Background: an optimization exercise with open tools, aiming at small area, a short achievable clock period and few clock cycles per item. Do not read the settings as production practice.
No functional check of the RTL was part of any run shown here.

==> flow/design.v, too long to show whole: its modules and the start of the top module <==
// module mul_op: 1474 lines
// module mul_benc: 5 lines
// module mul_row: 7 lines
// module mul_fa: 4 lines
// module mul_fx: 6 lines
// module mul_ha: 4 lines
// module mul_xor: 3 lines
// module mul_xnor: 3 lines
// module mul_nand2: 3 lines
// module mul_nor2: 3 lines
// module mul_inv: 3 lines
// module mul_aoi21: 3 lines
// module mul_oai21: 3 lines
module mul_op #(parameter INPUTS = 2,
		parameter OUTPUTS = 1,
		parameter DATA_IN_SIZE = 32,
		parameter DATA_OUT_SIZE = 32)
		(
		input clk,
		input rst,
		input [INPUTS * (DATA_IN_SIZE)- 1 : 0]data_in_bus,
		input [INPUTS - 1 : 0]valid_in_bus,
		output [INPUTS - 1 : 0] ready_in_bus,
		output [OUTPUTS * (DATA_OUT_SIZE) - 1 : 0]data_out_bus,
		output [OUTPUTS - 1 : 0]valid_out_bus,
		input 	[OUTPUTS - 1 : 0] ready_out_bus
);
  // ...
==> flow/flow/run.sh <==
#!/bin/bash
# The standard layout, with resizing free to change a cell's footprint (so the
# port buffers and other cells can be swapped for faster ones) and port
# buffers that are plain buffers rather than delay cells.
set -euo pipefail
bash standard.sh MATCH_CELL_FOOTPRINT=0 BUFFER_PORTS_ARGS="-buffer_cell sky130_fd_sc_hd__buf_2" finish > standard.log 2>&1
==> flow/standard.sh <==
#!/bin/bash
# synth_recipe.tcl (not shown) runs the flow's synth.tcl, then flattens the netlist and writes it again
# the make line also repeats each setting of config.mk as NAME=value (left out here)
make -C /OpenROAD-flow-scripts/flow DESIGN_CONFIG=/design/flow/config.mk WORK_HOME=/design/flow/orfs CLKGATE_MAP_FILE= SYNTH_SCRIPT=/design/flow/synth_recipe.tcl "${@:-finish}"
==> flow/config.mk <==
export PLATFORM = sky130hd
export DESIGN_NAME = mul_op
export DESIGN_NICKNAME = mul_op
export VERILOG_FILES = /design/flow/design.v
export SDC_FILE = /design/flow/constraint.sdc
export NUM_CORES = 4
export LEC_CHECK = 0
export CAP_MARGIN = 20
export CORE_MARGIN = 2
export CORE_UTILIZATION = 40
export SETUP_SLACK_MARGIN = 5
export SLEW_MARGIN = 20
export SYNTH_HIERARCHICAL = 1
==> flow/constraint.sdc <==
create_clock -name core_clock -period 8.0 [get_ports {clk}]
set_input_delay 1.6000 -clock core_clock [delete_from_list [all_inputs] [get_ports {clk}]]
set_output_delay 1.6000 -clock core_clock [all_outputs]
set_load 0.01 [all_outputs]
==> reports/qor.csv, run 1 <==
stage;metric;value;unit
route;wl_met3;3470;µm
logic_synthesis;synth_top_area_share;28.4;%
critical_path;max_stage_delay;0.52;ns
cts;clkSinkCount;238;
final_layout;fin_cells;2867;
critical_path;start_kind;flip-flop;
run_status;status;no timing/DRC/antenna violations;
logic_synthesis;yosys-top-cells-area;edfxtp_1 28%, xor2_1 16%, xnor2_1 12%;
final_layout;regMostFlops;rc4;
logic_synthesis;synth-compound-area-share;16.2;%
logic_synthesis;synth_top_family_by_area;XOR/XNOR gates;
cts;cts_buffers;27;
logic_synthesis;yosysSeqAreaShare;32.0;%
floorplanning;die_h;235;µm
cts;clk_pin_slew;0.06;ns
critical_path;worstPathCellList;buf_12 > buf_4 > mux2_2 > buf_2;
place;gp_congestion;0.840;
logic_synthesis;synth.distinct_cells;43;
sta;setup_viol_count_final;0;
final_layout;buf_share;13.7;%
place;place_inst;2572;
critical_path;reg2reg_to;rc4[7]$_DFFE_PN_;
route;wl_per_cell;22.1;µm
logic_synthesis;synthFlopType;edfxtp_1;
global_routing;grt_util_met1;29.2;%
floorplanning;initial_utilization;40.5;%
final_layout;fin_util;52.0;%
route;dr.max_layer_used;met4;
sta;slew_headroom;37.4;%
place;pre_cts_ws;3.22;ns
final_layout;multi_input_area;15100;µm²
final_layout;layout-drive-gt1-share;45.7;%
final_layout;signal_buffers;392;
cts;post_cts_buffers;126;
floorplanning;ios;104;
logic_synthesis;synth_edf_count;201;
logic_synthesis;syn_area;21300;µm²
==> inputs of run 2 (changes only) <==
--- a/flow/design.v
+++ b/flow/design.v
@@ -34,17 +34,24 @@
     if (rst) v <= 0;
     else if (ce) v <= {v[0:0], fire};
   reg [31:0] s_reg, p_reg;
   always @(posedge clk, posedge rst)
     if (rst) sv <= 1'b0;
     else sv <= sv ? ~ready_out_bus[0] : (v[1] & ~ready_out_bus[0]);
   always @(posedge clk) if (ce) s_reg <= p_reg;
   assign valid_out_bus[0] = sv | v[1];
-  assign data_out_bus[31:0] = sv ? s_reg : p_reg;
+  reg [3:0] svo;
+  genvar gi;
+  generate for (gi = 0; gi < 4; gi = gi + 1) begin : svc
+    always @(posedge clk, posedge rst)
+      if (rst) svo[gi] <= 1'b0;
+      else svo[gi] <= svo[gi] ? ~ready_out_bus[0] : (v[1] & ~ready_out_bus[0]);
+    assign data_out_bus[gi*8 +: 8] = svo[gi] ? s_reg[gi*8 +: 8] : p_reg[gi*8 +: 8];
+  end endgenerate
   wire [31:0] pp0;
   wire [2:0] sel0;
   wire [29:0] pp1;
   wire [2:0] sel1;
   wire [27:0] pp2;
   wire [2:0] sel2;
   wire [25:0] pp3;
   wire [2:0] sel3;
==> flow/config.mk (replaced) <==
export PLATFORM = sky130hd
export DESIGN_NAME = mul_op
export DESIGN_NICKNAME = mul_op
export VERILOG_FILES = /design/flow/design.v
export SDC_FILE = /design/flow/constraint.sdc
export NUM_CORES = 4
export LEC_CHECK = 0
export CAP_MARGIN = 20
export CORE_MARGIN = 2
export CORE_UTILIZATION = 40
export SETUP_SLACK_MARGIN = 4.8
export SLEW_MARGIN = 20
export SYNTH_HIERARCHICAL = 1
==> run 2 against run 1 <==
Effect of this change: critical path type unchanged; fmax is 8.1% higher; utilization fell by 4.1 points; area after synthesis grew 2.0%; register-to-register slack improved by 0.17 ns; global-route usage fell by 1.6 points.
==> reports/qor.csv, run 2 <==
stage;metric;value;unit;change
place;port_buffers;103;;
critical_path;rrSetupSlack;4.84;ns;
final_layout;largest_reg_flops;105;;
critical_path;cp-end-kind;output pin;;
sta;fmax;316;MHz;
global_routing;overflow;0;;
final_layout;num-nets-final;2204;;
logic_synthesis;synth_seq_cells;242;;
critical_path;critPathSlowestCell;dfrtp_2;;
sta;fin_crit_sh;39.6;%;
logic_synthesis;synth.distinct_cells;42;;-2.3%
floorplanning;ios;104;;unchanged
logic_synthesis;synthFlopType;edfxtp_1;;
floorplanning;rows;85;;
global_routing;gr-usage-met2;34.9;%;
logic_synthesis;yosysSeqAreaShare;33.3;%;+1.3 points
route;routed_wirelength;59300;µm;
place;gp_congestion;0.834;;-0.80%
route;via_count;15000;;
sta;worst_pin_slew;0.938;ns;
critical_path;crit_family;flip-flops;;
cts;cts_buffers;28;;+3.7%
cts;clk_pin_slew;0.06;ns;about the same
min_path;hp-class;reg -> reg;;
floorplanning;coreArea;53700;µm²;
floorplanning;fp.dieW;237;µm;
logic_synthesis;yosysMostFrequentCell;xor2_1;;
critical_path;crit_type;reg -> out;;
floorplanning;dieArea;56200;µm²;
sta;finalCriticalPeriod;3.17;ns;
route;viasPerCell;5.41;;
logic_synthesis;synth_common_cells;386 x xor2_1, 287 x xnor2_1, 233 x edfxtp_1;;
cts;clkSinkCount;242;;+1.7%
final_layout;num_antenna_cells;0;;
final_layout;fillers;4787;;
critical_path;crit_required;6.40;ns;
route;wl_per_cell;21.4;µm;-3.1%
logic_synthesis;syn_area;21700;µm²;+2.0%
sta;rsz0062_at_grt;true;;
global_routing;grt_pass1_wl;87000;µm;
cts;clock_latency;0.57;ns;
route;drtPass1Iterations;5;;
critical_path;start_kind;flip-flop;;
sta;slew_headroom;37.5;%;+0.063 points
critical_path;cp_max_fo;5;;
floorplanning;initial_utilization;40.4;%;-0.062 points
final_layout;fin_cells;2770;;-3.4%
run;drv_cap;0;;
final_layout;final_cell_mix;367 x xor2_1, 273 x xnor2_1, 233 x edfxtp_1;;
cts;htree_levels;1;;
run_status;status;no timing/DRC/antenna violations;;
critical_path;worstPathCellList;buf_8 > mux2_4 > buf_6;;
final_layout;area_growth;18.4;%;
sta;finClkSkew;0.0144;ns;
sta;maxSlewViolCount;0;;
global_routing;first_global_vias;14800;;
sta;fin_ws;4.83;ns;
cts;cts_tree;yes;;
global_routing;antenna_found_initial;0;;
sta;setup_viol_count_final;0;;unchanged
sta;hold_violations;0;;
route;post-route-drc-count;0;;
floorplanning;die_h;237;µm;+1.0%
global_routing;grt_util_met1;26.0;%;-3.2 points
critical_path;path_buf_inv;2;;
logic_synthesis;yosys-top-cells-area;edfxtp_1 32%, xor2_1 16%, xnor2_1 12%;;
route;drt-initial-drc-count;946;;
sta;whs;0.416;ns;
final_layout;regMostFlops;rc4;;
place;hpwl;39100;µm;
logic_synthesis;syn_inst;1849;;
logic_synthesis;async_flop_share;3.72;%;
logic_synthesis;syn_avg_cell_area;11.7;µm²;
logic_synthesis;ys_warn_count;7;;
global_routing;met3_usage;2.66;%;
global_routing;top_usage_layer;met2;;
place;place_inst;2596;;+0.93%
cts;clockBufferDepth;3;;
logic_synthesis;synth_edf_count;233;;+16%
logic_synthesis;synth_top_cell_by_area;edfxtp_1;;
sta;setup_tns;0;ns;
critical_path;max_stage_delay;0.42;ns;-0.10 ns
cts;cts_root_buffer;clkbuf_16;;
global_routing;grt_usage;20.1;%;
logic_synthesis;synth_top_area_share;32.2;%;+3.9 points
critical_path;cp.arrival;1.57;ns;
place;pre_cts_ws;4.04;ns;+0.815 ns
final_layout;final_common_cell;xor2_1;;
global_routing;grt_start_max_net_pins;170;;
final_layout;layout-drive-gt1-share;35.5;%;-10 points
route;ant_nets;0;;
==> run 2: cell count changes in the layout (fill, tap and decap cells not counted), sizes merged, moves of 5 or more <==
| cell | change |
|---|---|
| clkinv | +5 |
| dfxtp | -32 |
| nor2 | +9 |
| buf | -116 |
| edfxtp | +32 |
| clkbuf | -13 |
==> run 2: kinds of logic (layout without fill, tap and decap cells) <==
logic type / after synthesis / after routing / share of synthesized area, %
DFF: 242 / 242 / 33.3
and+or+nand+nor: 176 / 176 / 3.29
buffers and inverters: 115 / 336 / 4.36
muxes: 33 / 33 / 1.71
AOI/OAI and AO/OA: 374 / 375 / 16.0
other: 1 / 3 / 0.0173
adders and majority gates: 235 / 235 / 14.2
xor gates and xnor gates: 673 / 674 / 27.1
==> run 2: Yosys stat by module (local to each module, per instance), a selection <==
module | flops+latches | copies in the design
mul_fa | 0 | 45
mul_ha | 0 | 30
mul_xnor | 0 | 11
mul_op | 242 | 1
mul_aoi21 | 0 | 36
mul_fx | 0 | 152
mul_benc | 0 | 16
mul_oai21 | 0 | 48
mul_xor | 0 | 369
mul_nand2 | 0 | 49
mul_inv | 0 | 7
mul_nor2 | 0 | 58
==> run 2: final timing paths <==
path | start | end | cells past startpoint
min reg2reg | rc4[0]$_DFFE_PN_ | p_reg[0]$_DFFE_PN_ | 0
min in group asynchronous | rst | svo[2]$_DFF_PP0_ | 2
max reg2reg | b_s[3]$_DFFE_PP_ | rc4[7]$_DFFE_PN_ | 12
min | rc4[0]$_DFFE_PN_ | p_reg[0]$_DFFE_PN_ | 0
max in group asynchronous | rst | svo[0]$_DFF_PP0_ | 2
max | svo[0]$_DFF_PP0_ | data_out_bus[5] | 3
==> run 2: through the flow <==
stage | utilization (%) | cell area [µm²]
after floorplan | - | 21700
after global placement | 42.3 | 22700
after detailed placement | 42.3 | 22700
after CTS | 45.4 | 24400
after global routing | 47.9 | 25700
final | 47.9 | 25700
==> run 2: metal layers <==
metal / part of all wire [%] / vias up
met2: 49 / 447
met5: 0 / -
met4: 3.0 / 0
met3: 5.0 / 101
li1: - / 7024
met1: 43 / 7403
==> run 2: timing repair <==
action	in CTS	in global routing
buffers inserted	38	68
gates cloned	5	11
hold buffers	0	0
resized for setup	75	95
pin swaps	9	21
endpoints found under the setup margin	111	64
==> run 2: layout make-up <==
type                       count  area [µm²]  share of cell area (%)
inverter                      12        48.8                   0.190
multi-input combinational   1496       14100                    54.8
clock inverter                21         258                    1.00
timing repair buffer         272        2510                    9.78
clock buffer                  31         712                    2.77
sequential                   242        7230                    28.1
tap                          696         871                    3.39
==> inputs of run 3 (changes only) <==
--- a/flow/config.mk
+++ b/flow/config.mk
@@ -8,6 +8,6 @@
 export CAP_MARGIN = 20
 export CORE_MARGIN = 2
 export CORE_UTILIZATION = 40
-export SETUP_SLACK_MARGIN = 4.8
+export SETUP_SLACK_MARGIN = 5
 export SLEW_MARGIN = 20
 export SYNTH_HIERARCHICAL = 1
==> run 3 against run 2 <==
Effect of this change: flip-flop and latch count is the same; clock-buffer cell count grew 4; global-route usage up 1.1 points; synthesized cell count stayed put; highest routed layer unchanged.
==> reports/qor.csv, run 3 <==
stage;metric;value;unit;change
run_status;status;no timing/DRC/antenna violations;;
logic_synthesis;async_flop_share;3.72;%;unchanged
final_layout;final_common_cell;xor2_1;;
logic_synthesis;yosys-top-cells-area;edfxtp_1 32%, xor2_1 16%, xnor2_1 12%;;
logic_synthesis;synth_seq_cells;242;;unchanged
sta;worst_pin_slew;0.940;ns;+0.00253 ns
critical_path;crit_required;6.40;ns;about the same
cts;cts_buffers;29;;+3.6%
final_layout;layout-drive-gt1-share;45.5;%;+10 points
cts;cts_tree;yes;;
sta;fmax;317;MHz;+0.40%
final_layout;num_antenna_cells;0;;unchanged
cts;htree_levels;1;;unchanged
sta;fin_ws;4.84;ns;+0.0126 ns
critical_path;crit_type;reg -> out;;
place;hpwl;39200;µm;about the same
sta;finClkSkew;0.0223;ns;+0.00788 ns
sta;finalCriticalPeriod;3.16;ns;-0.0126 ns
logic_synthesis;synth_top_area_share;32.2;%;unchanged
floorplanning;fp.dieW;237;µm;unchanged
place;placed_area;22700;µm²;about the same
logic_synthesis;synth_common_cells;386 x xor2_1, 287 x xnor2_1, 233 x edfxtp_1;;
global_routing;top_usage_layer;met2;;
route;wl_per_cell;21.7;µm;+1.4%
floorplanning;initial_utilization;40.4;%;unchanged
cts;clkSinkCount;242;;unchanged
final_layout;fillers;4530;;-5.4%
cts;clockBufferDepth;3;;unchanged
logic_synthesis;synth_top_cell_by_area;edfxtp_1;;
global_routing;grt_usage;21.2;%;+1.1 points
final_layout;register_area;7230;µm²;about the same
global_routing;overflow;0;;unchanged
final_layout;largest_reg_flops;105;;unchanged
logic_synthesis;syn_inst;1849;;unchanged
final_layout;fin_area;28000;µm²;+8.9%
critical_path;worstPathCellList;buf_6 > mux2_4 > buf_6;;
global_routing;antenna_found_initial;0;;unchanged
critical_path;critPathSlowestCell;dfrtp_2;;
logic_synthesis;synth_edf_count;233;;unchanged
logic_synthesis;synthFlopType;edfxtp_1;;
cts;cts_root_buffer;clkbuf_16;;
route;drt-initial-drc-count;1167;;+23%
critical_path;cp_max_fo;4;;-1
final_layout;final_cell_mix;326 x xor2_1, 233 x edfxtp_1, 228 x xnor2_1;;
critical_path;cp-end-kind;output pin;;
cts;clock_latency;0.57;ns;about the same
critical_path;max_stage_delay;0.42;ns;about the same
final_layout;area_growth;28.9;%;
final_layout;num-nets-final;2310;;+4.8%
min_path;hp-class;reg -> reg;;
route;routed_wirelength;62400;µm;+5.2%
route;viasPerCell;5.42;;+0.33%
final_layout;multi_input_area;15200;µm²;+7.9%
global_routing;met3_usage;2.56;%;-0.093 points
cts;cts_hold_buf;0;;unchanged
cts;clk_pin_slew;0.06;ns;about the same
sta;fin_crit_sh;39.4;%;-0.16 points
route;via_count;15600;;+4.1%
place;pre_cts_ws;3.87;ns;-0.167 ns
min_path;hold_depth;0;;unchanged
place;port_buffers;103;;unchanged
floorplanning;ios;104;;unchanged
sta;hold_violations;0;;unchanged
sta;setup_viol_count_final;0;;unchanged
final_layout;regMostFlops;rc4;;
critical_path;cp.arrival;1.56;ns;about the same
global_routing;grt_start_max_net_pins;170;;unchanged
global_routing;gr-usage-met2;35.9;%;+1.0 points
floorplanning;die_h;237;µm;unchanged
global_routing;grt_util_met1;27.7;%;+1.7 points
floorplanning;coreArea;53700;µm²;unchanged
floorplanning;rows;85;;unchanged
critical_path;cp_common_cell;buf_6;;
critical_path;reg2reg_depth;14;;+2
sta;setup_tns;0;ns;unchanged
logic_synthesis;ys_warn_count;7;;unchanged
final_layout;fin_util;52.1;%;+4.3 points
logic_synthesis;syn_avg_cell_area;11.7;µm²;unchanged
run;drv_cap;0;;unchanged
logic_synthesis;yosysMostFrequentCell;xor2_1;;
sta;maxSlewViolCount;0;;unchanged
global_routing;first_global_vias;15400;;+4.0%
sta;slew_headroom;37.3;%;-0.17 points
logic_synthesis;yosysSeqAreaShare;33.3;%;unchanged
place;gp_congestion;0.844;;+1.3%
critical_path;start_kind;flip-flop;;
logic_synthesis;syn_area;21700;µm²;unchanged
floorplanning;dieArea;56200;µm²;unchanged
sta;rsz0062_at_grt;true;;
route;post-route-drc-count;0;;unchanged
route;ant_nets;0;;unchanged
route;drtPass1Iterations;5;;unchanged
logic_synthesis;synth.distinct_cells;42;;unchanged
global_routing;grt_pass1_wl;91100;µm;+4.7%
[run 3: logic make-up after synthesis]
kind of cell / after synthesis / share of synthesized area, %
xor+xnor: 673 / 27.1
compound gates: 374 / 16.0
flops: 242 / 33.3
fa+ha+maj: 235 / 14.2
simple gates: 176 / 3.29
buf+inv: 115 / 4.36
mux: 33 / 1.71
other cells: 1 / 0.0173
[run 3: per-module statistics from Yosys, one instance, submodules excluded, excerpt]
module / cells / flops+latches / cell area [µm²]
mul_xor: 1 / 0 / 8.76
mul_inv: 1 / 0 / 3.75
mul_nor2: 1 / 0 / 3.75
mul_oai21: 1 / 0 / 5.00
mul_op: 337 / 242 / 7980
mul_nand2: 1 / 0 / 3.75
mul_benc: 5 / 0 / 38.8
mul_xnor: 1 / 0 / 8.76
mul_fx: 1 / 0 / 11.3
mul_aoi21: 1 / 0 / 8.76
[run 3: area by class of cell]
| class | instances | area share (%) |
|---|---|---|
| multi-input combinational | 1496 | 54.2 |
| inverter | 12 | 0.174 |
| timing repair buffer | 377 | 13.5 |
| sequential | 242 | 25.8 |
| tap | 696 | 3.11 |
| clock inverter | 17 | 0.460 |
| clock buffer | 35 | 2.71 |
[run 3: worst paths after layout]
path,start,to,slack (ns)
worst max-delay path,svo[3]$_DFF_PP0_,data_out_bus[26],4.84
worst min-delay path,rc4[3]$_DFFE_PN_,p_reg[3]$_DFFE_PN_,0.42
worst max register to register,b_s[5]$_DFFE_PP_,rc4[7]$_DFFE_PN_,4.90
worst min register to register,rc4[3]$_DFFE_PN_,p_reg[3]$_DFFE_PN_,0.42
max in group asynchronous,rst,svo[0]$_DFF_PP0_,6.71
min in group asynchronous,rst,svo[2]$_DFF_PP0_,1.00
[run 3: what timing repair did]
action | CTS | global route
endpoints found under the setup margin | 134 | 89
gates cloned | 13 | 8
pin swaps | 25 | 126
buffers inserted | 98 | 111
resized for setup | 210 | 199
[run 3: metal layers]
| metal | part of all wire, % | vias up | routed length [µm] |
|---|---|---|---|
| li1 | - | 7204 | - |
| met1 | 44 | 7823 | 27500 |
| met2 | 48 | 455 | 30200 |
| met3 | 4.2 | 112 | 2640 |
| met4 | 3.4 | 0 | 2100 |
| met5 | 0 | - | 0 |
[run 3: stage by stage]
stage          cells  hold slack [ns]
2_1_floorplan   1851            0.400
3_3_place_gp    2593            0.405
3_5_place_dp    2593            0.405
4_1_cts         2756            0.419
5_1_grt         2875            0.428
6_report        2875            0.417
[run 3: worst max-delay path: cells and delay by family, from the launching register on]
| kind | cells | cell delay, ns |
|---|---|---|
| DFF | 1 | 0.42 |
| muxes | 1 | 0.30 |
| buffers and inverters | 2 | 0.27 |

## afterwards: timing with drivers on the ports
In the flow no input, the clock included, has a driving cell. The finished layouts below were timed again as built, in two steps.
Step 1 sets driving cells, clkbuf_16 on the clock port and buf_2 on the other inputs (assumed; they add their load-dependent delay and slew).
Step 2 moves the port delays by t, midway between the first and last clock arrival at a register: inputs arrive t later, outputs are due t later. That takes back most of the time a late clock gives input paths.
Three values: ideal ports, drivers, drivers and shift; two values: the first two.
run | t (ns) | setup slack, ns | worst data-port slew with drivers (ns)
run 1 | 0.602 | 4.576 / 4.522 / 4.665 | 0.04
run 2 | 0.615 | 4.832 / 4.779 / 4.844 | 0.06
run 3 | 0.621 | 4.845 / 4.785 / 4.904 | 0.05
After both steps setup and hold are still met in every run listed.
